Source: an optimization exercise on an open RTL-to-GDS flow (aim: small area and a short achievable clock period). Production flows keep margins and buffers that such runs may drop.
In this exercise RTL edits were held to simulation tests only and were not proved equivalent to the original.
Power and IR drop assume default switching activity.

$ cat flow/flow/run.sh
#!/bin/bash
set -euo pipefail
bash standard.sh SETUP_SLACK_MARGIN=6.0 "BUFFER_PORTS_ARGS=-buffer_cell sky130_fd_sc_hd__buf_2" finish > flow_make.log 2>&1
$ cat flow/design.v
module axi_addr_mask (
    input      [2 : 0] i_size,
    input      [1 : 0] i_burst,
    input      [7 : 0] i_len,
    output             o_nf,
    output     [1 : 0] o_sz,
    output reg [7 : 0] o_mask
    );
    wire len_ok = (i_len[7 : 4] == 4'd0) && i_len[0] &&
                  (i_len[1] || !i_len[2]) && (i_len[2] || !i_len[3]);
    wire [7 : 0] wrap = ({4'd0, i_len[3 : 0]} << i_size) | ~(8'hff << i_size);
    always @(*) begin
        case (i_burst)
            2'b10:   o_mask = len_ok ? wrap : 8'hff;
            2'b11:   o_mask = 8'h00;
            default: o_mask = 8'hff;
        endcase
    end
    assign o_nf = (i_burst != 2'b00);
    assign o_sz = i_size[1 : 0];
endmodule
module axi_addr (
    input      [7 : 0] i_last_addr,
    input              i_nf,
    input      [1 : 0] i_sz,
    input      [7 : 0] i_mask,
    output     [7 : 0] o_next_addr
    );
    wire [7 : 0] inc = !i_nf ? 8'd0 : i_sz[1] ? 8'd4 : i_sz[0] ? 8'd2 : 8'd1;
    reg  [7 : 0] sum;
    always @(*) begin
        sum = i_last_addr + inc;
        if (i_nf) begin
            case (i_sz)
                2'b00: sum        = sum;
                2'b01: sum[0]     = 1'b0;
                2'b10: sum[1 : 0] = 2'b0;
                2'b11: sum[2 : 0] = 3'b0;
            endcase
        end
    end
    assign o_next_addr = (i_last_addr & ~i_mask) | (sum & i_mask);
endmodule
module axi_slave #(
    parameter AXI_ID_WD   = 2,
    parameter AXI_DATA_WD = 32,
    parameter AXI_ADDR_WD = 32,
    parameter AXI_STRB_WD = 4
    )(
    input                      S_AXI_ACLK,
    input                      S_AXI_ARESETN,
    input  [AXI_ADDR_WD-1 : 0] S_AXI_AWADDR,
    input  [AXI_ID_WD-1   : 0] S_AXI_AWID,
    input  [1 : 0]             S_AXI_AWBURST,
    input  [2 : 0]             S_AXI_AWSIZE,
    input  [7 : 0]             S_AXI_AWLEN,
    input                      S_AXI_AWVALID,
    output                     S_AXI_AWREADY,
    input  [AXI_DATA_WD-1 : 0] S_AXI_WDATA,
    input  [AXI_STRB_WD-1 : 0] S_AXI_WSTRB,
    input                      S_AXI_WLAST,
    input                      S_AXI_WVALID,
    output                     S_AXI_WREADY,
    output [AXI_ID_WD-1   : 0] S_AXI_BID,
    output [1 : 0]             S_AXI_BRESP,
    output                     S_AXI_BVALID,
    input                      S_AXI_BREADY,
    input  [AXI_ADDR_WD-1 : 0] S_AXI_ARADDR,
    input  [AXI_ID_WD-1   : 0] S_AXI_ARID,
    input  [1 : 0]             S_AXI_ARBURST,
    input  [2 : 0]             S_AXI_ARSIZE,
    input  [7 : 0]             S_AXI_ARLEN,
    input                      S_AXI_ARVALID,
    output                     S_AXI_ARREADY,
    output [AXI_DATA_WD-1 : 0] S_AXI_RDATA,
    output                     S_AXI_RLAST,
    output [AXI_ID_WD-1   : 0] S_AXI_RID,
    output [1 : 0]             S_AXI_RRESP,
    output                     S_AXI_RVALID,
    input                      S_AXI_RREADY
    );
    localparam IW = AXI_ID_WD;
    reg            axi_awready;
    reg            axi_wready;
    reg [IW-1 : 0] axi_bid;
    reg            axi_bvalid;
    reg            bvalid_r;
    reg            axi_arready;
    reg            axi_rlast;
    reg [IW-1 : 0] axi_rid;
    reg            axi_rvalid;
    reg [7 : 0]    cur_rlen;
    wire awfire = S_AXI_AWVALID && axi_awready;
    wire wfire  = S_AXI_WVALID  && axi_wready;
    wire arfire = S_AXI_ARVALID && axi_arready;
    wire rfire  = axi_rvalid    && S_AXI_RREADY;
    wire b_pend = axi_bvalid    && !S_AXI_BREADY;
    reg [7 : 0]    awaddr;
    reg [IW-1 : 0] awid;
    reg            aw_nf;
    reg [1 : 0]    aw_sz;
    reg [7 : 0]    aw_mask;
    wire           aw_nf_in;
    wire [1 : 0]   aw_sz_in;
    wire [7 : 0]   aw_mask_in;
    wire [7 : 0]   next_wr_addr;
    axi_addr_mask get_wr_mask (
        .i_size(S_AXI_AWSIZE),
        .i_burst(S_AXI_AWBURST),
        .i_len(S_AXI_AWLEN),
        .o_nf(aw_nf_in),
        .o_sz(aw_sz_in),
        .o_mask(aw_mask_in)
    );
    axi_addr get_next_wr_addr (
        .i_last_addr(awaddr),
        .i_nf(aw_nf),
        .i_sz(aw_sz),
        .i_mask(aw_mask),
        .o_next_addr(next_wr_addr)
    );
    always @(posedge S_AXI_ACLK) begin
        if (axi_awready) begin
            awaddr  <= S_AXI_AWADDR[7 : 0];
            awid    <= S_AXI_AWID;
            aw_nf   <= aw_nf_in;
            aw_sz   <= aw_sz_in;
            aw_mask <= aw_mask_in;
        end
        else if (wfire) begin
            awaddr <= next_wr_addr;
        end
    end
    always @(posedge S_AXI_ACLK) begin
        if (!S_AXI_ARESETN) begin
            axi_awready <= 1'b1;
            axi_wready  <= 1'b0;
        end
        else if (awfire) begin
            axi_awready <= 1'b0;
            axi_wready  <= 1'b1;
        end
        else if (wfire) begin
            axi_awready <= S_AXI_WLAST && !b_pend;
            axi_wready  <= !S_AXI_WLAST;
        end
        else if (!axi_awready) begin
            axi_awready <= !axi_wready && !b_pend;
        end
    end
    always @(posedge S_AXI_ACLK) begin
        if (!b_pend)
            axi_bid <= awid;
    end
    always @(posedge S_AXI_ACLK) begin
        if (!S_AXI_ARESETN)
            axi_bvalid <= 1'b0;
        else if (wfire && S_AXI_WLAST)
            axi_bvalid <= 1'b1;
        else if (S_AXI_BREADY)
            axi_bvalid <= bvalid_r;
    end
    always @(posedge S_AXI_ACLK) begin
        if (!S_AXI_ARESETN)
            bvalid_r <= 1'b0;
        else if (b_pend && wfire && S_AXI_WLAST)
            bvalid_r <= 1'b1;
        else if (S_AXI_BREADY)
            bvalid_r <= 1'b0;
    end
    assign S_AXI_AWREADY = axi_awready;
    assign S_AXI_WREADY  = axi_wready;
    assign S_AXI_BRESP   = 2'b00;
    assign S_AXI_BVALID  = axi_bvalid;
    assign S_AXI_BID     = axi_bid;
    reg [7 : 0]  araddr;    
    reg [7 : 0]  rnext;
    reg          ar_nf;
    reg [1 : 0]  ar_sz;
    reg [7 : 0]  ar_mask;
    wire         ar_nf_in;
    wire [1 : 0] ar_sz_in;
    wire [7 : 0] ar_mask_in;
    wire [7 : 0] rnext_in;
    wire [7 : 0] rnext_nx;
    axi_addr_mask get_rd_mask (
        .i_size(S_AXI_ARSIZE),
        .i_burst(S_AXI_ARBURST),
        .i_len(S_AXI_ARLEN),
        .o_nf(ar_nf_in),
        .o_sz(ar_sz_in),
        .o_mask(ar_mask_in)
    );
    axi_addr get_next_rd_addr_in (
        .i_last_addr(S_AXI_ARADDR[7 : 0]),
        .i_nf(ar_nf_in),
        .i_sz(ar_sz_in),
        .i_mask(ar_mask_in),
        .o_next_addr(rnext_in)
    );
    axi_addr get_next_rd_addr (
        .i_last_addr(rnext),
        .i_nf(ar_nf),
        .i_sz(ar_sz),
        .i_mask(ar_mask),
        .o_next_addr(rnext_nx)
    );
    always @(posedge S_AXI_ACLK) begin
        if (axi_arready) begin
            ar_nf   <= ar_nf_in;
            ar_sz   <= ar_sz_in;
            ar_mask <= ar_mask_in;
            axi_rid <= S_AXI_ARID;
        end
    end
    wire [23 : 0] in_rows, nin_rows, nnx_rows;
    reg  [23 : 0] arow, nrow;
    bank_rows u_in_rows  (.a(S_AXI_ARADDR[7 : 0]), .rows(in_rows));
    bank_rows u_nin_rows (.a(rnext_in),            .rows(nin_rows));
    bank_rows u_nnx_rows (.a(rnext_nx),            .rows(nnx_rows));
    always @(posedge S_AXI_ACLK) begin
        if (axi_arready) begin
            araddr <= S_AXI_ARADDR[7 : 0];
            rnext  <= rnext_in;
            arow   <= in_rows;
            nrow   <= nin_rows;
        end
        else if (S_AXI_RREADY) begin
            araddr <= rnext;
            rnext  <= rnext_nx;
            arow   <= nrow;
            nrow   <= nnx_rows;
        end
    end
    always @(posedge S_AXI_ACLK) begin
        if (!S_AXI_ARESETN)
            cur_rlen <= 8'd0;
        else if (axi_arready)
            cur_rlen <= S_AXI_ARLEN;
        else if (rfire)
            cur_rlen <= cur_rlen - 1'b1;
    end
    always @(posedge S_AXI_ACLK) begin
        if (!S_AXI_ARESETN)
            axi_arready <= 1'b1;
        else if (arfire)
            axi_arready <= 1'b0;
        else if (rfire)
            axi_arready <= (cur_rlen == 8'd0);
    end
    always @(posedge S_AXI_ACLK) begin
        if (!S_AXI_ARESETN)
            axi_rvalid <= 1'b0;
        else if (arfire)
            axi_rvalid <= 1'b1;
        else if (rfire)
            axi_rvalid <= (cur_rlen != 8'd0);
    end
    always @(posedge S_AXI_ACLK) begin
        if (!S_AXI_ARESETN)
            axi_rlast <= 1'b0;
        else if (axi_arready)
            axi_rlast <= (S_AXI_ARLEN == 8'd0);
        else if (rfire)
            axi_rlast <= (cur_rlen == 8'd1);
    end
    wire [3 : 0] sh_in, sh_a, sh_n;
    wire [3 : 0] sh = axi_arready ? sh_in : S_AXI_RREADY ? sh_n : sh_a;
    assign sh_in = 4'd1 << S_AXI_ARADDR[1 : 0];
    assign sh_a  = 4'd1 << araddr[1 : 0];
    assign sh_n  = 4'd1 << rnext[1 : 0];
    reg  [3 : 0]  sh_q;      
    reg  [31 : 0] rd_q;      
    always @(posedge S_AXI_ACLK) begin
        sh_q <= sh;
    end
    wire [31 : 0] rd_all;
    wire [3 : 0]  hit;
    wire [31 : 0] wdat_all;
    wire [7 : 0] in_p = axi_arready ? 8'd1 << S_AXI_ARADDR[4 : 2] : 8'd0;
    wire [7 : 0] in_q = axi_arready ? 8'd1 << S_AXI_ARADDR[7 : 5] : 8'd0;
    wire sel_a = !axi_arready && !S_AXI_RREADY;
    wire sel_n = !axi_arready && S_AXI_RREADY;
    wire [23 : 0] w_rows;
    bank_rows u_wrows (.a(awaddr), .rows(w_rows));
    genvar b, r, j, i;
    generate
        for (b = 0; b < 4; b = b + 1) begin : g_bank
            wire [1 : 0] wl   = b - awaddr[1 : 0];
            wire         wen  = wfire && S_AXI_WSTRB[wl];
            wire [7 : 0] wdat = S_AXI_WDATA[{wl, 3'b000} +: 8];
            wire [5 : 0] wrow  = w_rows[b*6 +: 6];
            wire [5 : 0] arow_b = arow[b*6 +: 6];
            wire [5 : 0] nrow_b = nrow[b*6 +: 6];
            wire [7 : 0] whi   = 8'd1 << wrow[5 : 3];
            wire [7 : 0] wlo   = 8'd1 << wrow[2 : 0];
            wire [7 : 0] hi_a  = 8'd1 << arow_b[5 : 3];
            wire [7 : 0] lo_a  = 8'd1 << arow_b[2 : 0];
            wire [7 : 0] hi_n  = 8'd1 << nrow_b[5 : 3];
            wire [7 : 0] lo_n  = 8'd1 << nrow_b[2 : 0];
            wire [7 : 0] rhi, rlo;
            line_sel #(.B(b)) u_lines (
                .a_lo(S_AXI_ARADDR[1 : 0]), .p(in_p), .q(in_q),
                .sel_a(sel_a), .lo_a(lo_a), .hi_a(hi_a),
                .sel_n(sel_n), .lo_n(lo_n), .hi_n(hi_n),
                .lo(rlo), .hi(rhi)
            );
            wire [511 : 0] q;
            for (r = 0; r < 64; r = r + 1) begin : g_row
                reg [7 : 0] m;
                always @(posedge S_AXI_ACLK) begin
                    if (wen && whi[r / 8] && wlo[r % 8])
                        m <= wdat;
                end
                assign q[r*8 +: 8] = m;
            end
            for (j = 0; j < 8; j = j + 1) begin : g_bit
                wire [63 : 0] col;
                for (r = 0; r < 64; r = r + 1) begin : g_col
                    assign col[r] = q[r*8 + j];
                end
                mux64_oh u_mux (.d(col), .hi(rhi), .lo(rlo), .y(rd_all[b*8 + j]));
            end
            assign hit[b] = wen && (|(whi & rhi)) && (|(wlo & rlo));
            assign wdat_all[b*8 +: 8] = wdat;
        end
        for (b = 0; b < 4; b = b + 1) begin : g_bq
            always @(posedge S_AXI_ACLK) begin
                rd_q[b*8 +: 8] <= hit[b] ? wdat_all[b*8 +: 8] : rd_all[b*8 +: 8];
            end
        end
        for (i = 0; i < 4; i = i + 1) begin : g_lane
            wire [3 : 0] rot;
            for (b = 0; b < 4; b = b + 1) begin : g_rot
                assign rot[b] = sh_q[(b - i) & 3];
            end
            for (j = 0; j < 8; j = j + 1) begin : g_bit
                assign S_AXI_RDATA[i*8 + j] = |(rot & {rd_q[24 + j], rd_q[16 + j], rd_q[8 + j], rd_q[j]});
            end
        end
    endgenerate
    assign S_AXI_ARREADY = axi_arready;
    assign S_AXI_RVALID  = axi_rvalid;
    assign S_AXI_RLAST   = axi_rlast;
    assign S_AXI_RID     = axi_rid;
    assign S_AXI_RRESP   = 2'b00;
endmodule
module bank_rows (
    input  [7 : 0]  a,
    output [23 : 0] rows
    );
    genvar b;
    generate
        for (b = 0; b < 4; b = b + 1) begin : g_b
            assign rows[b*6 +: 6] = a[7 : 2] + (a[1 : 0] > b);
        end
    endgenerate
endmodule
module line_sel #(
    parameter B = 0
    )(
    input  [1 : 0] a_lo,
    input  [7 : 0] p,
    input  [7 : 0] q,
    input          sel_a,
    input  [7 : 0] lo_a,
    input  [7 : 0] hi_a,
    input          sel_n,
    input  [7 : 0] lo_n,
    input  [7 : 0] hi_n,
    output [7 : 0] lo,
    output [7 : 0] hi
    );
    wire c     = (a_lo > B);
    wire carry = c && p[7];
    wire [7 : 0] lo_in = c     ? {p[6 : 0], p[7]} : p;
    wire [7 : 0] hi_in = carry ? {q[6 : 0], q[7]} : q;
    assign lo = lo_in | (lo_a & {8{sel_a}}) | (lo_n & {8{sel_n}});
    assign hi = hi_in | (hi_a & {8{sel_a}}) | (hi_n & {8{sel_n}});
endmodule
module mux64_oh (
    input  [63 : 0] d,
    input  [7 : 0]  hi,
    input  [7 : 0]  lo,
    output          y
    );
    wire [7 : 0] g;
    genvar i;
    generate
        for (i = 0; i < 8; i = i + 1) begin : g_grp
            mux8_oh u (.d(d[8*i +: 8]), .s(lo), .y(g[i]));
        end
    endgenerate
    mux8_oh u_hi (.d(g), .s(hi), .y(y));
endmodule
module mux8_oh (
    input  [7 : 0] d,
    input  [7 : 0] s,
    output         y
    );
    assign y = |(d & s);
endmodule
$ cat flow/config.mk
export PLATFORM = sky130hd
export DESIGN_NAME = axi_slave
export DESIGN_NICKNAME = axi_slave
export VERILOG_FILES = /design/flow/design.v
export SDC_FILE = /design/flow/constraint.sdc
export NUM_CORES = 4
export LEC_CHECK = 0
export CAP_MARGIN = 20
export CELL_PAD_IN_SITES_DETAIL_PLACEMENT = 1
export CELL_PAD_IN_SITES_GLOBAL_PLACEMENT = 2
export CORE_MARGIN = 2
export CORE_UTILIZATION = 50
export CTS_CLUSTER_DIAMETER = 70
export CTS_CLUSTER_SIZE = 24
export PLACE_DENSITY = 0.66
export SETUP_SLACK_MARGIN = 5
export SLEW_MARGIN = 20
export SYNTH_HIERARCHICAL = 1
export SYNTH_MINIMUM_KEEP_SIZE = 0
export TNS_END_PERCENT = 5
$ cat flow/standard.sh
#!/bin/bash
# synth_recipe.tcl (not shown) runs the flow's synth.tcl, then flattens the netlist and writes it again
# the make line also repeats each setting of config.mk as NAME=value (left out here)
make -C /OpenROAD-flow-scripts/flow DESIGN_CONFIG=/design/flow/config.mk WORK_HOME=/design/flow/orfs CLKGATE_MAP_FILE= SYNTH_SCRIPT=/design/flow/synth_recipe.tcl "${@:-finish}"
$ cat flow/constraint.sdc
create_clock -name core_clock -period 10.0 [get_ports {S_AXI_ACLK}]
set_input_delay 2.0000 -clock core_clock [delete_from_list [all_inputs] [get_ports {S_AXI_ACLK}]]
set_output_delay 2.0000 -clock core_clock [all_outputs]
set_load 0.01 [all_outputs]
==> out/qor.yml, run 1 <==
outcome:
  status: "finished clean"
critical_path:
  r2r.worst_path.cells: 9
  crit_path_start_kind: "primary input"
  crit_fanout: 16
  worstPathArrival_ps: 4950
  crit-reg2reg-capture: "g_bank[2].g_row[26].m[5]"
  critPathRequiredTime_ps: 10700
  endpoint_kind: "register"
  rrSetupSlack_ps: 5840
  critPathKind: "primary input to register"
  timing.rr.start: "awaddr[0]"
floorplanning:
  initial_core_util_pct: 50.4
  ios: 184
  coreArea_um2: 172000
  row_count: 152
  die_area_um2: 176000
  die_x_um: 420
  dieHeight_um: 420
synthesis:
  async_flop_share_pct: 0
  synth_flop_cell: "edfxtp_1"
  synth.distinct_cells: 79
  syn_area_um2: 86500
  synth.top_cells.by_area: "edfxtp_1 (74%), a22oi_1 (11%), nand4_1 (2.1%), nor2_1 (1.4%), mux2_2 (1.3%)"
  synth_warnings: 9
  yosysTopAreaCell: "edfxtp_1"
  ys_ff_latch: 2193
  ys_seq_area_share_pct: 75.5
  syn_area_per_cell_um2: 16.8
  netlist.area_leader.share_pct: 74.3
  netlist_instances: 5156
  synth_edf_count: 2142
timing:
  setup_viol_count_final: 0
  fin_crit_sh_pct: 42.5
  fin_crit_ps: 4250
  skew_ps: 34.1
  tns_ps: 0
  relSlewSlack_pct: 30.7
  hold_violations: 0
  grt_setup_unrepaired: "yes"
  slew_viol_final: 0
  timing.fmax_mhz: 235
  tightest_slew_ps: 1040
hold_path:
  holdPathEnd: "axi_bid[1]"
  hold_start: "awid[1]"
  holdPathStages: 0
  hp-class: "register to register"
routing:
  route.final.wire_length_mm: 276
  drt-initial-drc-count: 5765
  vias: 53000
  vias_per_cell: 6.64
  avgRoutedWirePerCell_um: 34.6
  remaining_drc_errors: 0
  dr.pass1.iters: 6
  ant_nets: 0
place:
  hpwl_mm: 153
  dpl_cell_area_um2: 90300
  routabilityCongestion: 0.809
  io_buffers: 131
final_layout:
  layout_common_cells: "edfxtp_1 (2,142), a22oi_1 (1,133), nand4_1 (297)"
  nNetsFinal: 5750
  final_common_cell: "edfxtp_1"
  drive_gt1_share_pct: 20.4
  area_growth_syn_to_layout_pct: 15.2
  final_cell_area_um2: 99700
power_and_ir_drop:
  power.switching_uw: 6100
  max-vdd-ir-drop_uv: 205
  power_density_nw_per_um2: 210
  power_frac_comb_pct: 17.4
  clockPowerShare_pct: 30.5
  p_int_uw: 14900
  pwr-share-seq_pct: 52.1
  p_leak_uw: 0.0311
  swShare_pct: 29.1
cts:
  clkSinkCount: 2193
  cts_tree: "built"
  path_clk_slew_ps: 80
  cts_buffer_depth: 3
  cts_inserted_buffers: 140
  cts-root-buf: "clkbuf_16"
  worstSkewPairLatency_ps: 840
  cts_max_level: 4
  hold_buffers: 0
global_routing:
  antenna_found_initial: 6
  top_usage_layer: "met2"
  met1_usage_pct: 42.1
  met3_usage_pct: 4.05
  grt_pass1_wl_mm: 394
  track_usage_pct: 31.4
  use_met2_pct: 52.4
  grt_pass1_vias: 53300
  grt.overflow.total: 0
  grt_start_max_net_pins: 66
run:
  maxCapViolations: 0
-- worst max path at each step --
stage / endpoint / slack, ps / from / depth (start not counted)
final: rd_q[18] / 5750 / S_AXI_ARADDR[4] / 15
after global routing: g_bank[2].g_row[26].m[2] / 5690 / awaddr[1] / 9
after CTS: S_AXI_RDATA[3] / 5610 / sh_q[0] / 4
after detailed placement: rd_q[8] / 3580 / S_AXI_RREADY / 11
after global placement: rd_q[11] / 3660 / S_AXI_RREADY / 11
after floorplan: rd_q[0] / 4870 / S_AXI_ARADDR[4] / 9
-- per-module statistics from Yosys, one instance, submodules excluded, a selection --
module,cells,flip-flops and latches
axi_slave,3167,2193
bank_rows,38,0
axi_addr_mask,37,0
axi_addr,36,0
mux8_oh,5,0
-- what timing repair did --
item,in CTS,in global routing
resized for setup,449,61
setup endpoints to repair,885,1299
pin swaps,138,2
buffers inserted,118,4
cloned,56,0
-- worst max-delay path: stages --
cell	delay (ps)
buf_6	100
buf_12	120
buf_12	130
nand2_8	110
nor2_4	80
buf_12	130
buf_4	130
buf_4	170
a211o_4	340
buf_6	200
a22oi_2	180
nand4_1	220
a22oi_2	370
nand4_1	260
mux2_4	340
-- kinds of logic (layout without fill, tap and decap cells) --
kind of cell	after synthesis	count (layout)	synth area share, %
fa+ha+maj	38	38	0.575
mux	182	182	2.88
flops	2193	2193	75.5
xor+xnor	73	73	0.739
other cells	1	5	0.00433
buf+inv	184	671	1.20
compound gates	1444	1462	12.6
simple gates	1041	1048	6.47
-- metrics by stage --
stage	power [uW]	setup WS (ps)	hold WS (ps)	util (%)	std cells
floorplan	12700	4870	400	-	5159
global placement	14200	3660	405	52.6	7564
detailed placement	14300	3580	411	52.6	7564
CTS	21000	5610	406	57.9	7977
global route	21500	5690	412	58.1	7982
finish	21000	5750	406	58.1	7982
-- layout make-up --
class                      count  area (um2)
inverter                      38         143
sequential                  2193       65300
multi-input combinational   2807       22300
timing repair buffer         394        4240
antenna                        1        2.50
clock inverter                89        1170
fill                       15400       72000
clock buffer                 150        3650
tap                         2310        2890
-- sequential cells by signal, indices dropped and copies added (netlist names), 2 cells and up --
name            cells
ar_sz               2
aw_sz               2
cur_rlen            8
g_bank.g_row.m   2048
ar_mask             8
rnext               8
axi_bid             2
nrow               24
sh_q                4
rd_q               32
arow               24
axi_rid             2
awaddr              8
araddr              2
awid                2
aw_mask             8
-- power groups by stage --
stage / clock network (uW) / registers, uW / logic (uW)
2_1_floorplan: 0 / 11000 / 1750
3_3_place_gp: 0 / 11100 / 3050
3_5_place_dp: 0 / 11100 / 3120
4_1_cts: 6470 / 10900 / 3610
5_1_grt: 6760 / 10900 / 3830
6_report: 6400 / 10900 / 3650
-- routing by layer --
metal | vias up | share of wire (%)
li1 | 22600 | -
met2 | 1939 | 49
met4 | 4 | 4.1
met5 | - | 0.012
met3 | 412 | 5.9
met1 | 28000 | 40
-- synth_stat cells, types with 12 or more instances --
cell / count
o21ai_0: 20
buf_4: 43
nand4_1: 297
ha_1: 35
nand3b_1: 22
buf_2: 19
xor2_1: 27
and3b_1: 34
nor2b_1: 15
dfxtp_1: 51
a21oi_1: 26
buf_1: 13
nand2b_1: 22
mux2i_1: 29
clkbuf_1: 49
a221o_1: 14
nand3_1: 48
buf_6: 19
nand2_1: 125
a211o_1: 15
xnor2_1: 46
and3_1: 29
nor3_1: 26
inv_1: 37
mux4_2: 40
nor3b_1: 54
mux2_2: 103
nor2_1: 314
a22oi_1: 1252
edfxtp_1: 2142
and2_1: 12
==> run 2: changes to the inputs <==
--- a/flow/config.mk
+++ b/flow/config.mk
@@ -18,3 +18,3 @@
 export SYNTH_HIERARCHICAL = 1
 export SYNTH_MINIMUM_KEEP_SIZE = 0
-export TNS_END_PERCENT = 5
+export TNS_END_PERCENT = 50
==> out/qor.yml, run 2 <==
floorplanning:
  ios: 184
  row_count: 152
  initial_core_util_pct: 50.4
  dieHeight_um: 420
  coreArea_um2: 172000
  die_area_um2: 176000
  die_x_um: 420
timing:
  tightest_slew_ps: 1150
  skew_ps: 28.3
  setup_viol_count_final: 0
  relSlewSlack_pct: 22.9
  fin_crit_sh_pct: 41.7
  fin_crit_ps: 4170
  slew_viol_final: 0
  timing.hold.ws_ps: 425
  timing.fmax_mhz: 240
  grt_setup_unrepaired: "yes"
  tns_ps: 0
  hold_violations: 0
synthesis:
  syn_area_per_cell_um2: 16.8
  async_flop_share_pct: 0
  synth_flop_cell: "edfxtp_1"
  synth_warnings: 9
  syn_area_um2: 86500
  ys_seq_area_share_pct: 75.5
  netlist.area_leader.share_pct: 74.3
  netlist_instances: 5156
  ys_ff_latch: 2193
  synth_common_cells: "edfxtp_1 (2,142), a22oi_1 (1,252), nor2_1 (314)"
  synth.top_cells.by_area: "edfxtp_1 (74%), a22oi_1 (11%), nand4_1 (2.1%), nor2_1 (1.4%), mux2_2 (1.3%)"
  yosysTopAreaCell: "edfxtp_1"
  synth.distinct_cells: 79
  synth_edf_count: 2142
  yosys.cell_count.top_type: "edfxtp_1"
final_layout:
  fillCellCount: 15300
  regMostFlops: "g_bank.g_row.m"
  reg_top3: "g_bank.g_row.m: 2048 flops, rd_q: 32 flops"
  largest_reg_flops: 2048
  final_util_pct: 58.5
  drive_gt1_share_pct: 22.2
  multi_input_area_um2: 22700
  area_growth_syn_to_layout_pct: 16.0
  final_common_cell: "edfxtp_1"
  fin_cells: 8033
  layout_common_cells: "edfxtp_1 (2,142), a22oi_1 (1,097), nand4_1 (297)"
  register_area_um2: 65400
  nNetsFinal: 5790
routing:
  remaining_drc_errors: 0
  vias: 53300
  avgRoutedWirePerCell_um: 34.5
  ant_nets: 0
  route.final.wire_length_mm: 277
  vias_per_cell: 6.64
  drt-initial-drc-count: 5635
  dr.pass1.iters: 6
place:
  routabilityCongestion: 0.835
  placed_cells: 7551
  io_buffers: 131
  hpwl_mm: 151
global_routing:
  grt_pass1_wl_mm: 380
  antenna_found_initial: 9
  met1_usage_pct: 40.9
  met3_usage_pct: 3.60
  grt_start_max_net_pins: 66
  grt.overflow.total: 0
  use_met2_pct: 50.0
  grt_pass1_vias: 52500
  track_usage_pct: 29.9
  top_usage_layer: "met2"
critical_path:
  endpoint_kind: "register"
  crit_fanout: 39
  crit_path_start_kind: "register"
  critPathRequiredTime_ps: 10460
  critPathKind: "register to register"
  worstPathArrival_ps: 4640
run:
  maxCapViolations: 0
cts:
  cts_max_level: 4
  clkSinkCount: 2193
  cts-root-buf: "clkbuf_16"
  worstSkewPairLatency_ps: 840
  path_clk_slew_ps: 90
  cts_tree: "built"
  cts_inserted_buffers: 139
  cts_buffer_depth: 3
power_and_ir_drop:
  power_density_nw_per_um2: 209
  max-vdd-ir-drop_uv: 203
  power_uw: 21000
  p_leak_uw: 0.0313
hold_path:
  hp-class: "register to register"
outcome:
  status: "finished clean"
==> run 2: cell counts after synthesis <==
No cell type changed its count.
==> run 2: report_power, final <==
part	internal, uW	total, uW	switching, uW
sequential	10600	10900	312
clock	3050	6360	3300
combinational	1160	3730	2570
total	14800	21000	6180
==> run 2: area by class of cell <==
class | instances | share of cell area (%)
diodes | 6 | 0.0150
clock buffers | 159 | 3.72
clock inverters | 85 | 1.06
inverters | 38 | 0.145
multi-input cells | 2809 | 22.6
flip-flops and latches | 2193 | 65.1
well taps | 2310 | 2.88
repair buffers | 433 | 4.46
==> run 2: timing repair <==
action                                  4_1_cts  5_1_grt
gates cloned                                 30       25
endpoints found under the setup margin      908     1182
setup buffers                                92       85
pin swaps                                    70       90
hold buffers                                  0        0
resized for setup                           360      236
==> run 2: critical path, cell delays in order, from the launching register on <==
cell      delay (ps)
edfxtp_1         440
buf_6            400
and2_1           320
ha_1             260
ha_1             210
nand3_1          130
xnor2_2          270
nor2_1           500
nand2_1          510
nor2_1           740
==> run 2: Yosys stat by module, one instance, submodules excluded, a selection <==
module	cells	copies in the design	area (um2)
mux8_oh	5	288	36.3
axi_slave	3167	1	71800
axi_addr_mask	37	2	284
axi_addr	36	3	275
bank_rows	38	4	305
==> run 2: per-stage QoR <==
step / area (um2) / setup slack (ps)
floorplan: 86800 / 4870
global placement: 90300 / 3740
detailed placement: 90300 / 3660
CTS: 98200 / 5770
global route: 100000 / 5730
finish: 100000 / 5830
==> run 2: path summary, 6_finish.rpt <==
path / cells past startpoint / end / from / slack [ps]
worst max-delay path: 9 / g_bank[2].g_row[34].m[5] / awaddr[0] / 5830
worst min-delay path: 0 / axi_bid[0] / awid[0] / 420
worst max register to register: 9 / g_bank[2].g_row[34].m[5] / awaddr[0] / 5830
worst min register to register: 0 / axi_bid[0] / awid[0] / 420
==> run 2: cell families (layout without fill, tap and decap cells) <==
kind of cell               count (synthesis)  in the layout  synth area share [%]
DFF                                     2193           2193                  75.5
AOI/OAI and AO/OA                       1444           1454                  12.6
and+or+nand+nor                         1041           1058                  6.47
buffers and inverters                    184            715                  1.20
muxes                                    182            182                  2.88
xor gates and xnor gates                  73             73                 0.739
adders and majority gates                 38             38                 0.575
other                                      1             10               0.00433
==> run 2: routing by layer <==
metal / share of wire (%) / up-vias
met5: 0.0094 / -
met4: 3.7 / 4
met3: 6.1 / 417
met2: 50 / 1951
met1: 40 / 28200
li1: - / 22700
==> run 3: changes to the inputs <==
--- a/flow/config.mk
+++ b/flow/config.mk
@@ -18,3 +18,3 @@
 export SYNTH_HIERARCHICAL = 1
 export SYNTH_MINIMUM_KEEP_SIZE = 0
-export TNS_END_PERCENT = 50
+export TNS_END_PERCENT = 20
==> out/qor.yml, run 3 <==
critical_path:
  crit_fanout: 26
  cpMostUsedCell: "nand4_1"
  critPathRequiredTime_ps: 10710
  crit_path_start_kind: "primary input"
  critPathKind: "primary input to register"
  timing.rr.start: "awaddr[1]"
  max_stage_delay_ps: 350
  r2r.worst_path.cells: 6
  rrSetupSlack_ps: 6060
  endpoint_kind: "register"
  crit-reg2reg-capture: "g_bank[0].g_row[63].m[0]"
  slowest_stage: "a22oi_2"
  path_cells: "buf_6 -> buf_16 -> o21ai_4 -> o311ai_4 -> buf_4 -> bufbuf_16 -> a22oi_1 -> nand4_1 -> a22oi_2 -> nand4_1 -> mux2_2"
  worstPathArrival_ps: 4800
final_layout:
  regMostFlops: "g_bank.g_row.m"
  final_cell_area_um2: 98300
  largest_reg_flops: 2048
  fin_cells: 7925
  layout_common_cells: "edfxtp_1 (2,142), a22oi_1 (1,153), nand4_1 (297)"
  drive_gt1_share_pct: 18.5
  area_growth_syn_to_layout_pct: 13.6
  final_util_pct: 57.3
  reg_top3: "g_bank.g_row.m: 2048 flops, rd_q: 32 flops"
  nNetsFinal: 5703
  final_common_cell: "edfxtp_1"
synthesis:
  synth_common_cells: "edfxtp_1 (2,142), a22oi_1 (1,252), nor2_1 (314)"
  syn_area_per_cell_um2: 16.8
  netlist_instances: 5156
  ys_seq_area_share_pct: 75.5
  syn_area_um2: 86500
  async_flop_share_pct: 0
  synth.distinct_cells: 79
  synth_edf_count: 2142
  netlist.area_leader.share_pct: 74.3
  yosysTopAreaCell: "edfxtp_1"
  synth_warnings: 9
  ys_ff_latch: 2193
  synth.top_cells.by_area: "edfxtp_1 (74%), a22oi_1 (11%), nand4_1 (2.1%), nor2_1 (1.4%), mux2_2 (1.3%)"
  yosys.cell_count.top_type: "edfxtp_1"
  synth_flop_cell: "edfxtp_1"
routing:
  highest-signal-layer: "met5"
  drt-initial-drc-count: 5480
  routed-wl-met3_mm: 13.6
  remaining_drc_errors: 0
  ant_nets: 0
  avgRoutedWirePerCell_um: 33.6
  m1WireLength_mm: 110
  vias: 52300
  route.final.wire_length_mm: 266
  wl_met2_mm: 134
  vias_per_cell: 6.60
  dr.pass1.iters: 5
floorplanning:
  coreArea_um2: 172000
  die_area_um2: 176000
  dieHeight_um: 420
  row_count: 152
  initial_core_util_pct: 50.4
  die_x_um: 420
  ios: 184
timing:
  timing.fmax_mhz: 244
  fin_crit_ps: 4090
  skew_ps: 40.2
  slew_viol_final: 0
  grt_setup_unrepaired: "yes"
  tns_ps: 0
  fin_crit_sh_pct: 40.9
  hold_violations: 0
  tightest_slew_ps: 1050
  relSlewSlack_pct: 28.9
  setup_viol_count_final: 0
  timing.hold.ws_ps: 437
global_routing:
  grt.overflow.total: 0
  grt_pass1_vias: 52200
  grt_start_max_net_pins: 66
  antenna_found_initial: 8
  grt_pass1_wl_mm: 374
  track_usage_pct: 29.5
outcome:
  status: "finished clean"
hold_path:
  hp-class: "register to register"
  hold_start: "awid[0]"
  holdPathEnd: "axi_bid[0]"
  holdPathStages: 0
power_and_ir_drop:
  p_leak_uw: 0.0306
  max-vdd-ir-drop_uv: 202
  power_density_nw_per_um2: 208
place:
  hpwl_mm: 151
  dpl_cell_area_um2: 90200
  io_buffers: 131
  placed_cells: 7554
  routabilityCongestion: 0.812
cts:
  cts_max_level: 4
  cts-root-buf: "clkbuf_16"
  worstSkewPairLatency_ps: 840
  cts_tree: "built"
  path_clk_slew_ps: 80
  cts_buffer_depth: 3
  clkSinkCount: 2193
  cts_inserted_buffers: 138
run:
  maxCapViolations: 0
[run 3: cell types whose count changed in the layout (fill, tap and decap cells not counted), sizes merged]
cell	change
buf	-77
nand2	-12
bufbuf	+11
clkbuf	-9
clkinv	-9
a211o	-5
diode	-5
bufinv	-3
a221o	+1
inv	-1
nor2	+1
[run 3: modules after synthesis, one instance, submodules excluded, a selection]
module         cell area [um2]  times used  cells inside  flip-flops and latches
axi_slave                71800           1          3167                    2193
mux8_oh                   36.3         288             5                       0
axi_addr                   275           3            36                       0
bank_rows                  305           4            38                       0
axi_addr_mask              284           2            37                       0
[run 3: repair_timing]
item / CTS / global route
buffers inserted: 66 / 37
gates cloned: 27 / 13
hold buffers: 0 / 0
setup endpoints to repair: 1288 / 1280
pin swaps: 60 / 56
resized for setup: 303 / 113
[run 3: logic make-up (layout without fill, tap and decap cells)]
kind of cell | Yosys count | after routing | share of synthesized area, %
muxes | 182 | 182 | 2.88
other | 1 | 5 | 0.00433
DFF | 2193 | 2193 | 75.5
adders and majority gates | 38 | 38 | 0.575
xor gates and xnor gates | 73 | 73 | 0.739
AOI/OAI and AO/OA | 1444 | 1450 | 12.6
buffers and inverters | 184 | 627 | 1.20
and+or+nand+nor | 1041 | 1047 | 6.47
[run 3: worst max-delay path by stage]
stage	from	to	slack, ps	depth (start not counted)
2_1_floorplan	S_AXI_ARADDR[4]	rd_q[0]	4870	9
3_3_place_gp	S_AXI_RREADY	rd_q[15]	3770	10
3_5_place_dp	S_AXI_RREADY	rd_q[9]	3680	10
4_1_cts	awaddr[2]	g_bank[0].g_row[63].m[0]	5750	5
5_1_grt	awaddr[1]	g_bank[0].g_row[63].m[0]	5870	6
6_report	S_AXI_ARADDR[1]	rd_q[4]	5910	11
[run 3: metrics by stage]
| stage | worst slack, ps | total power (uW) |
|---|---|---|
| floorplan | 4870 | 12700 |
| global placement | 3770 | 14100 |
| detailed placement | 3680 | 14200 |
| CTS | 5750 | 20500 |
| global route | 5870 | 21100 |
| finish | 5910 | 20500 |
[run 3: critical path: cells and delay by family]
kind / cells / cell delay, ps
buf+inv: 4 / 900
compound gates: 4 / 1040
mux: 1 / 330
simple gates: 2 / 450
[run 3: final cells by class]
cell class | instances | area, um2
inverter | 38 | 143
sequential | 2193 | 65400
antenna | 1 | 2.50
multi-input combinational | 2794 | 21700
fill | 15300 | 73400
timing repair buffer | 362 | 3770
clock inverter | 72 | 848
tap | 2310 | 2890
clock buffer | 155 | 3620
[run 3: metal layers]
layer | up-vias | global-route usage, %
li1 | 22500 | -
met1 | 27900 | 39.9
met2 | 1572 | 49.9
met3 | 359 | 3.82
met4 | 6 | 9.11
met5 | - | 0
[run 3: where the power goes]
part	internal [uW]	switching (uW)	leakage, uW	total [uW]
clock network	2870	3220	0.00217	6090
registers	10600	336	0.0198	11000
logic	1090	2350	0.00861	3440
total	14600	5910	0.0306	20500
==> run 4: changes to the inputs <==
--- a/flow/config.mk
+++ b/flow/config.mk
@@ -11,6 +11,6 @@
 export CORE_MARGIN = 2
 export CORE_UTILIZATION = 50
-export CTS_CLUSTER_DIAMETER = 70
-export CTS_CLUSTER_SIZE = 24
+export CTS_CLUSTER_DIAMETER = 80
+export CTS_CLUSTER_SIZE = 30
 export PLACE_DENSITY = 0.66
 export SETUP_SLACK_MARGIN = 5
==> out/qor.yml, run 4 <==
synthesis:
  ys_seq_area_share_pct: 75.5
  syn_area_per_cell_um2: 16.8
  synth.top_cells.by_area: "edfxtp_1 (74%), a22oi_1 (11%), nand4_1 (2.1%), nor2_1 (1.4%), mux2_2 (1.3%)"
  yosysTopAreaCell: "edfxtp_1"
  synth_flop_cell: "edfxtp_1"
  synth_compound_area_share_pct: 12.6
  async_flop_share_pct: 0
  ys_ff_latch: 2193
  yosys.cell_count.top_type: "edfxtp_1"
  synth.area.mux_share_pct: 2.88
  synthXorXnorAreaFrac_pct: 0.739
  synth_top_family_by_area: "compound AO/OA/AOI/OAI gates"
  synthSimpleGateAreaFrac_pct: 6.47
  netlist_instances: 5156
  synth.distinct_cells: 79
  synth_edf_count: 2142
  synth_common_cells: "edfxtp_1 (2,142), a22oi_1 (1,252), nor2_1 (314)"
  syn_area_um2: 86500
  synth_warnings: 9
  synth_adder_area_share_pct: 0.575
  netlist.area_leader.share_pct: 74.3
floorplanning:
  die_area_um2: 176000
  initial_core_util_pct: 50.4
  row_count: 152
  coreArea_um2: 172000
  ios: 184
  die_x_um: 420
  dieHeight_um: 420
global_routing:
  track_usage_pct: 29.4
  grt_pass1_vias: 52000
  grt.overflow.total: 0
  grt_start_max_net_pins: 66
  antenna_found_initial: 9
  grt_pass1_wl_mm: 373
power_and_ir_drop:
  power_uw: 20500
  p_leak_uw: 0.0306
  power_density_nw_per_um2: 208
  max-vdd-ir-drop_uv: 224
cts:
  cts_buffer_depth: 3
  path_clk_slew_ps: 100
  cts-root-buf: "clkbuf_16"
  cts_tree: "built"
  hold_buffers: 0
  cts_inserted_buffers: 118
  cts_max_level: 3
  clkSinkCount: 2193
  worstSkewPairLatency_ps: 830
final_layout:
  regMostFlops: "g_bank.g_row.m"
  nNetsFinal: 5695
  reg_top3: "g_bank.g_row.m: 2048 flops, rd_q: 32 flops"
  layout_common_cells: "edfxtp_1 (2,142), a22oi_1 (1,163), nand4_1 (297)"
  final_util_pct: 57.3
  largest_reg_flops: 2048
  drive_gt1_share_pct: 18.3
  final_common_cell: "edfxtp_1"
  area_growth_syn_to_layout_pct: 13.7
critical_path:
  max_stage_delay_ps: 380
  slowest_stage: "a221o_2"
  cpMostUsedCell: "nand4_1"
  critPathKind: "primary input to register"
  crit_fanout: 65
  path_cells: "buf_6 -> nor2b_4 -> buf_12 -> a221o_2 -> clkbuf_8 -> a22oi_1 -> nand4_1 -> a22oi_2 -> nand4_1 -> mux2_2"
  crit_path_start_kind: "primary input"
  worstPathArrival_ps: 4820
  endpoint_kind: "register"
  critPathRequiredTime_ps: 10700
timing:
  slew_viol_final: 0
  tightest_slew_ps: 1100
  fin_crit_ps: 4110
  grt_setup_unrepaired: "yes"
  hold_violations: 0
  tns_ps: 0
  skew_ps: 33.5
  fin_crit_sh_pct: 41.1
  worst_slack_ps: 5890
  relSlewSlack_pct: 26.5
  setup_viol_count_final: 0
  timing.fmax_mhz: 243
run:
  maxCapViolations: 0
place:
  io_buffers: 131
  hpwl_mm: 151
  routabilityCongestion: 0.812
  dpl_worst_slack_ps: 3680
routing:
  ant_nets: 0
  vias_per_cell: 6.59
  dr.pass1.iters: 6
  vias: 52300
  avgRoutedWirePerCell_um: 33.8
  remaining_drc_errors: 0
  drt-initial-drc-count: 5288
  route.final.wire_length_mm: 268
outcome:
  status: "finished clean"
hold_path:
  hp-class: "register to register"
==> run 4: cell count changes in the layout (fill, tap and decap cells not counted), moves of 11 or more <==
cell,delta
nor2_2,-25
inv_8,+12
buf_6,+11
clkinv_8,+11
nor2_1,+27
clkbuf_16,-19
==> run 4: path summary, 6_finish.rpt <==
| kind | cells past startpoint | slack [ps] | endpoint | from |
|---|---|---|---|---|
| worst max register to register | 8 | 6040 | g_bank[2].g_row[56].m[0] | awaddr[1] |
| worst max-delay path | 10 | 5890 | rd_q[24] | S_AXI_RREADY |
| worst min-delay path | 0 | 430 | axi_bid[1] | awid[1] |
| worst min register to register | 0 | 430 | axi_bid[1] | awid[1] |
==> run 4: final cells by class <==
type / count / area [um2]
Tap cell: 2310 / 2890
Timing Repair Buffer: 374 / 3940
Clock buffer: 118 / 2950
Inverter: 38 / 145
Clock inverter: 100 / 1490
Multi-Input combinational cell: 2794 / 21600
Fill cell: 15300 / 73300
Antenna cell: 2 / 5.00
Sequential cell: 2193 / 65400
==> run 4: critical path, delay by kind of cell <==
kind,cells,cell delay (ps)
and+or+nand+nor,3,630
muxes,1,360
AOI/OAI and AO/OA,3,1010
buffers and inverters,3,690
==> run 4: timing repair <==
| action | in CTS | in global routing |
|---|---|---|
| setup buffers | 61 | 50 |
| resized for setup | 306 | 93 |
| gates cloned | 28 | 16 |
| pin swaps | 57 | 54 |
| endpoints found under the setup margin | 1319 | 394 |
==> run 4: report_power, final <==
group	internal, uW	leakage, uW	switching [uW]
clock	2620	0.00214	3440
sequential	10600	0.0198	339
combinational	1100	0.00869	2360
total	14300	0.0306	6140
==> run 4: metrics by stage <==
stage,hold slack (ps),area [um2],std cells
after detailed placement,428,90200,7554
after floorplan,400,86800,5159
after global placement,404,90200,7554
after global routing,436,98400,7929
after CTS,433,97200,7861
final,433,98400,7929
==> run 4: metal layers <==
| metal | routed length, um | global-route usage, % | vias to the layer above |
|---|---|---|---|
| met2 | 136000 | 49.8 | 1650 |
| met1 | 109000 | 39.9 | 27800 |
| met4 | 8240 | 8.64 | 0 |
| met3 | 14300 | 3.53 | 355 |
| met5 | 0 | 0 | - |
| li1 | - | - | 22500 |
==> run 4: modules after synthesis (local to each module, per instance), excerpt <==
module         times used  cells inside  area [um2]
axi_addr                3            36         275
mux8_oh               288             5        36.3
axi_addr_mask           2            37         284
axi_slave               1          3167       71800
bank_rows               4            38         305
==> run 4: kinds of logic after synthesis <==
family,after synthesis
compound gates,1444
xor+xnor,73
fa+ha+maj,38
buf+inv,184
flops,2193
mux,182
other cells,1
simple gates,1041
==> run 5: changes to the inputs <==
--- a/flow/config.mk
+++ b/flow/config.mk
@@ -10,8 +10,8 @@
 export CELL_PAD_IN_SITES_GLOBAL_PLACEMENT = 2
 export CORE_MARGIN = 2
-export CORE_UTILIZATION = 50
-export CTS_CLUSTER_DIAMETER = 80
-export CTS_CLUSTER_SIZE = 30
-export PLACE_DENSITY = 0.66
+export CORE_UTILIZATION = 45
+export CTS_CLUSTER_DIAMETER = 70
+export CTS_CLUSTER_SIZE = 24
+export PLACE_DENSITY = 0.62
 export SETUP_SLACK_MARGIN = 5
 export SLEW_MARGIN = 20
==> out/qor.yml, run 5 <==
cts:
  cts_buffer_depth: 3
  clkSinkCount: 2193
  cts_inserted_buffers: 140
  worstSkewPairLatency_ps: 830
  path_clk_slew_ps: 80
  hold_buffers: 0
  cts-root-buf: "clkbuf_16"
  cts_max_level: 4
  cts_tree: "built"
synthesis:
  synth_warnings: 9
  synth_common_cells: "edfxtp_1 (2,142), a22oi_1 (1,252), nor2_1 (314)"
  synth_edf_count: 2142
  synth.top_cells.by_area: "edfxtp_1 (74%), a22oi_1 (11%), nand4_1 (2.1%), nor2_1 (1.4%), mux2_2 (1.3%)"
  yosysTopAreaCell: "edfxtp_1"
  netlist_instances: 5156
  syn_area_um2: 86500
  netlist.area_leader.share_pct: 74.3
  async_flop_share_pct: 0
  syn_area_per_cell_um2: 16.8
  yosys.cell_count.top_type: "edfxtp_1"
  synth_flop_cell: "edfxtp_1"
  synth.distinct_cells: 79
  ys_ff_latch: 2193
  ys_seq_area_share_pct: 75.5
timing:
  skew_ps: 37.8
  tightest_slew_ps: 1080
  grt_setup_unrepaired: "yes"
  tns_ps: 0
  relSlewSlack_pct: 28.0
  timing.fmax_mhz: 235
  timing.hold.ws_ps: 430
  fin_crit_ps: 4260
  fin_crit_sh_pct: 42.6
  setup_viol_count_final: 0
  slew_viol_final: 0
  hold_violations: 0
final_layout:
  drive_gt1_share_pct: 20.5
  nNetsFinal: 5763
  area_growth_syn_to_layout_pct: 15.9
  reg_top3: "g_bank.g_row.m: 2048 flops, rd_q: 32 flops"
  regMostFlops: "g_bank.g_row.m"
  final_common_cell: "edfxtp_1"
  layout_common_cells: "edfxtp_1 (2,142), a22oi_1 (1,123), nand4_1 (297)"
  largest_reg_flops: 2048
critical_path:
  worstPathArrival_ps: 4950
  crit_fanout: 6
  slowest_stage: "a211o_4"
  max_stage_delay_ps: 370
  crit_path_start_kind: "primary input"
  critPathRequiredTime_ps: 10690
  endpoint_kind: "register"
  critPathKind: "primary input to register"
  cpMostUsedCell: "buf_12"
  path_cells: "buf_12 -> nor2b_4 -> buf_12 -> buf_12 -> buf_6 -> a22o_1 -> a211o_4 -> bufbuf_16 -> a22oi_1 -> nand4_1 -> a22oi_2 -> nand4_1 -> mux2_2"
run:
  maxCapViolations: 0
global_routing:
  antenna_found_initial: 11
  grt_pass1_vias: 53100
  grt.overflow.total: 0
  track_usage_pct: 28.2
  grt_start_max_net_pins: 66
  grt_pass1_wl_mm: 399
power_and_ir_drop:
  power_uw: 21100
  max-vdd-ir-drop_uv: 170
  p_leak_uw: 0.0313
  power_density_nw_per_um2: 210
hold_path:
  hp-class: "register to register"
routing:
  remaining_drc_errors: 0
  dr.pass1.iters: 5
  ant_nets: 0
  vias_per_cell: 6.40
  drt-initial-drc-count: 5278
  avgRoutedWirePerCell_um: 34.0
  route.final.wire_length_mm: 280
  vias: 52600
floorplanning:
  die_x_um: 443
  coreArea_um2: 191000
  ios: 184
  initial_core_util_pct: 45.4
  row_count: 160
  dieHeight_um: 443
  die_area_um2: 196000
place:
  hpwl_mm: 159
  routabilityCongestion: 0.795
  io_buffers: 131
outcome:
  status: "finished clean"
==> run 5: cell counts after synthesis <==
No cell type changed its count.
==> run 5: cell families (layout without fill, tap and decap cells) <==
kind of cell	Yosys count	count (layout)	synth area share, %
compound gates	1444	1449	12.6
buf+inv	184	709	1.20
mux	182	182	2.88
other cells	1	10	0.00433
flops	2193	2193	75.5
simple gates	1041	1050	6.47
xor+xnor	73	73	0.739
fa+ha+maj	38	38	0.575
==> run 5: path summary, 6_finish.rpt <==
check	cells after the start	end	slack, ps	start
min	0	axi_bid[0]	430	awid[0]
max	13	rd_q[19]	5740	S_AXI_RREADY
min reg2reg	0	axi_bid[0]	430	awid[0]
max reg2reg	9	g_bank[2].g_row[63].m[3]	5970	awaddr[1]
==> run 5: critical path, delay by kind of cell <==
family,cells,cell delay (ps)
AO/OA/AOI/OAI,4,1140
AND/OR/NAND/NOR,3,570
multiplexers,1,320
buffers and inverters,5,850
==> run 5: metal layers <==
layer / wire, um / share of wire (%) / track usage (%) / vias to the layer above
met5: 13 / 0.0046 / 0 / -
met2: 138000 / 49 / 46.7 / 1508
met1: 119000 / 42 / 38.9 / 28000
met4: 9260 / 3.3 / 9.18 / 2
li1: - / - / - / 22600
met3: 13800 / 4.9 / 3.31 / 358
==> run 5: cell type report <==
type / count / area (um2)
fillers: 17500 / 90200
well taps: 2511 / 3140
inverters: 38 / 143
clock inverters: 95 / 1080
flip-flops and latches: 2193 / 65400
clock buffers: 158 / 3800
multi-input cells: 2796 / 22100
diodes: 6 / 15.0
repair buffers: 418 / 4650
==> run 5: modules after synthesis, one instance, submodules excluded, a selection <==
module         flip-flops and latches  cells inside  area [um2]
bank_rows                           0            38         305
axi_slave                        2193          3167       71800
axi_addr                            0            36         275
mux8_oh                             0             5        36.3
axi_addr_mask                       0            37         284
==> run 5: per-stage QoR <==
step | setup WS, ps | utilization (%) | instance area, um2 | std cells
floorplan | 4870 | - | 86800 | 5159
global placement | 3700 | 47.5 | 90600 | 7772
detailed placement | 3620 | 47.5 | 90600 | 7772
CTS | 5750 | 52.3 | 99600 | 8180
global route | 5810 | 52.6 | 100000 | 8214
finish | 5740 | 52.6 | 100000 | 8215
==> run 5: timing repair <==
action,CTS,global route
gates resized for setup,421,106
gates cloned,45,1
setup endpoints to repair,757,1283
buffers inserted,110,28
pin swaps,109,28
==> run 5: where the power goes <==
part	switching (uW)	leakage, uW	internal (uW)
Clock	3400	0.00235	3070
Combinational	2530	0.00914	1180
Sequential	297	0.0198	10600
==> run 6: changes to the inputs <==
==> flow/flow/run.sh (replaced) <==
#!/bin/bash
set -euo pipefail
bash standard.sh SETUP_SLACK_MARGIN=6.1 "BUFFER_PORTS_ARGS=-buffer_cell sky130_fd_sc_hd__buf_2" finish > flow_make.log 2>&1
--- a/flow/config.mk
+++ b/flow/config.mk
@@ -10,8 +10,8 @@
 export CELL_PAD_IN_SITES_GLOBAL_PLACEMENT = 2
 export CORE_MARGIN = 2
-export CORE_UTILIZATION = 45
+export CORE_UTILIZATION = 50
 export CTS_CLUSTER_DIAMETER = 70
 export CTS_CLUSTER_SIZE = 24
-export PLACE_DENSITY = 0.62
+export PLACE_DENSITY = 0.66
 export SETUP_SLACK_MARGIN = 5
 export SLEW_MARGIN = 20
==> out/qor.yml, run 6 <==
outcome:
  status: "finished clean"
timing:
  tightest_slew_ps: 1050
  tns_ps: 0
  slew_viol_final: 0
  hold_violations: 0
  relSlewSlack_pct: 29.7
  fin_crit_ps: 4160
  timing.fmax_mhz: 241
  skew_ps: 34.5
  timing.hold.ws_ps: 439
  fin_crit_sh_pct: 41.6
  setup_viol_count_final: 0
  grt_setup_unrepaired: "yes"
routing:
  remaining_drc_errors: 0
  vias_per_cell: 6.67
  drt-initial-drc-count: 5631
  vias: 53900
  dr.pass1.iters: 5
  ant_nets: 0
  route.final.wire_length_mm: 285
  avgRoutedWirePerCell_um: 35.4
final_layout:
  final_common_cell: "edfxtp_1"
  fillCellCount: 15100
  drive_gt1_share_pct: 23.1
  layout_common_cells: "edfxtp_1 (2,142), a22oi_1 (1,038), nand4_1 (297)"
  nNetsFinal: 5847
  reg_top3: "g_bank.g_row.m: 2048 flops, rd_q: 32 flops"
  largest_reg_flops: 2048
  regMostFlops: "g_bank.g_row.m"
  area_growth_syn_to_layout_pct: 17.6
global_routing:
  track_usage_pct: 31.4
  grt_pass1_wl_mm: 395
  grt_start_max_net_pins: 66
  grt_pass1_vias: 53500
  grt.overflow.total: 0
  antenna_found_initial: 7
synthesis:
  ys_ff_latch: 2193
  syn_area_um2: 86500
  synth_flop_cell: "edfxtp_1"
  synth_common_cells: "edfxtp_1 (2,142), a22oi_1 (1,252), nor2_1 (314)"
  synth_warnings: 9
  netlist_instances: 5156
  async_flop_share_pct: 0
  synth.distinct_cells: 79
  yosysTopAreaCell: "edfxtp_1"
  yosys.cell_count.top_type: "edfxtp_1"
  synth.top_cells.by_area: "edfxtp_1 (74%), a22oi_1 (11%), nand4_1 (2.1%), nor2_1 (1.4%), mux2_2 (1.3%)"
  netlist.area_leader.share_pct: 74.3
  ys_seq_area_share_pct: 75.5
  syn_area_per_cell_um2: 16.8
  synth_edf_count: 2142
cts:
  cts_buffer_depth: 3
  cts_tree: "built"
  clkSinkCount: 2193
  cts_inserted_buffers: 138
  cts_max_level: 4
  path_clk_slew_ps: 80
  cts-root-buf: "clkbuf_16"
  worstSkewPairLatency_ps: 840
  hold_buffers: 0
critical_path:
  critPathRequiredTime_ps: 10720
  max_stage_delay_ps: 360
  crit_fanout: 16
  rrSetupSlack_ps: 6080
  crit_path_start_kind: "primary input"
  endpoint_kind: "register"
  slowest_stage: "a22oi_2"
  critPathKind: "primary input to register"
  worstPathArrival_ps: 4870
  path_cells: "buf_12 -> nor2b_4 -> buf_6 -> buf_12 -> buf_8 -> buf_4 -> a22oi_2 -> nand2_4 -> buf_4 -> a22oi_1 -> nand4_1 -> a22oi_2 -> nand4_1 -> mux2_4"
power_and_ir_drop:
  p_leak_uw: 0.0320
  power_density_nw_per_um2: 206
  max-vdd-ir-drop_uv: 200
place:
  hpwl_mm: 151
  routabilityCongestion: 0.812
  io_buffers: 131
floorplanning:
  initial_core_util_pct: 50.4
  die_x_um: 420
  ios: 184
  coreArea_um2: 172000
  dieHeight_um: 420
  die_area_um2: 176000
  row_count: 152
hold_path:
  hp-class: "register to register"
run:
  maxCapViolations: 0
==> run 6: cell counts after synthesis <==
Identical to the previous run, type by type.
==> run 6: cell type report <==
type / count / area (um2) / share of cell area, %
flip-flops and latches: 2193 / 65400 / 64.2
clock buffers: 155 / 3620 / 3.56
well taps: 2310 / 2890 / 2.84
inverters: 38 / 143 / 0.140
multi-input cells: 2794 / 22600 / 22.2
diodes: 2 / 5.00 / 0.00492
repair buffers: 506 / 6310 / 6.20
clock inverters: 72 / 848 / 0.833
==> run 6: metal layers <==
layer  global-route usage [%]  part of all wire [%]  up-vias
met2                     52.7                    50     2015
li1                         -                     -    22800
met1                     42.3                    40    28600
met5                        0                0.0095        -
met4                     10.9                   3.8        4
met3                     4.25                   6.2      458
==> run 6: kinds of logic (layout without fill, tap and decap cells) <==
| kind of cell | after synthesis | count (layout) | share of synthesized area, % |
|---|---|---|---|
| compound gates | 1444 | 1450 | 12.6 |
| xor+xnor | 73 | 73 | 0.739 |
| fa+ha+maj | 38 | 38 | 0.575 |
| buf+inv | 184 | 771 | 1.20 |
| flops | 2193 | 2193 | 75.5 |
| mux | 182 | 182 | 2.88 |
| other cells | 1 | 6 | 0.00433 |
| simple gates | 1041 | 1047 | 6.47 |
==> run 6: metrics by stage <==
step | cells | util [%] | power, uW | instance area [um2] | setup slack [ps]
after floorplan | 5159 | - | 12700 | 86800 | 4870
after global placement | 7554 | 52.5 | 14100 | 90200 | 3770
after detailed placement | 7554 | 52.5 | 14200 | 90200 | 3680
after CTS | 7979 | 58.3 | 20800 | 100000 | 5970
after global routing | 8068 | 59.3 | 21500 | 102000 | 5850
final | 8070 | 59.3 | 20900 | 102000 | 5840
==> run 6: final timing paths <==
| kind | start | endpoint | cells past startpoint |
|---|---|---|---|
| max reg2reg | awaddr[1] | g_bank[0].g_row[28].m[6] | 7 |
| max | S_AXI_RREADY | rd_q[11] | 14 |
| min reg2reg | awid[0] | axi_bid[0] | 0 |
| min | awid[0] | axi_bid[0] | 0 |
==> run 6: power by group <==
group / switching [uW] / internal, uW
registers: 341 / 10600
clock network: 3230 / 2870
logic: 2530 / 1310
==> run 6: timing repair <==
| action | in CTS | in global routing |
|---|---|---|
| resized for setup | 548 | 135 |
| setup endpoints to repair | 1721 | 742 |
| buffers inserted | 130 | 67 |
| hold endpoints to repair | 0 | 0 |
| pin swaps | 155 | 102 |
| cloned | 68 | 22 |
==> run 6: per-module statistics from Yosys, one instance, submodules excluded, excerpt <==
| module | cells inside | area, um2 |
|---|---|---|
| axi_slave | 3167 | 71800 |
| axi_addr_mask | 37 | 284 |
| axi_addr | 36 | 275 |
| bank_rows | 38 | 305 |
| mux8_oh | 5 | 36.3 |
==> run 6: worst max-delay path: cells and delay by family <==
kind | cells | cell delay (ps)
and+or+nand+nor | 4 | 810
muxes | 1 | 290
AOI/OAI and AO/OA | 3 | 800
buffers and inverters | 6 | 960

## port drivers added, routing unchanged
The flow's constraints put no driver on any port. The routed layouts listed below were extracted and timed again, unchanged, in two steps. Step 1 assumes that a clkbuf_16 drives the clock port and a buf_2 every other input. Step 2 times the ports against the registers' clock, not the clock port: input delays grow and output delays shrink by t, the midpoint of the rising clock arrivals with the driver on. a / b / c = ideal ports / drivers / drivers and shift; a / b = the first two.
run	t, ns	setup slack, ns	clock arrival spread, ns
run 1	0.907	5.751 / 5.717 / 4.890	0.041 / 0.041
run 2	0.911	5.826 / 5.826 / 4.975	0.036 / 0.036
run 3	0.904	5.908 / 5.900 / 4.996	0.040 / 0.040
run 4	0.905	5.889 / 5.940 / 5.035	0.045 / 0.045
run 5	0.905	5.743 / 5.789 / 4.883	0.043 / 0.043
run 6	0.909	5.845 / 5.884 / 4.976	0.037 / 0.037
After both steps setup and hold are still met in every run listed. For run 3, which loses most, drivers alone change the setup slack by -0.008 ns; drivers and shift together by -0.912 ns.
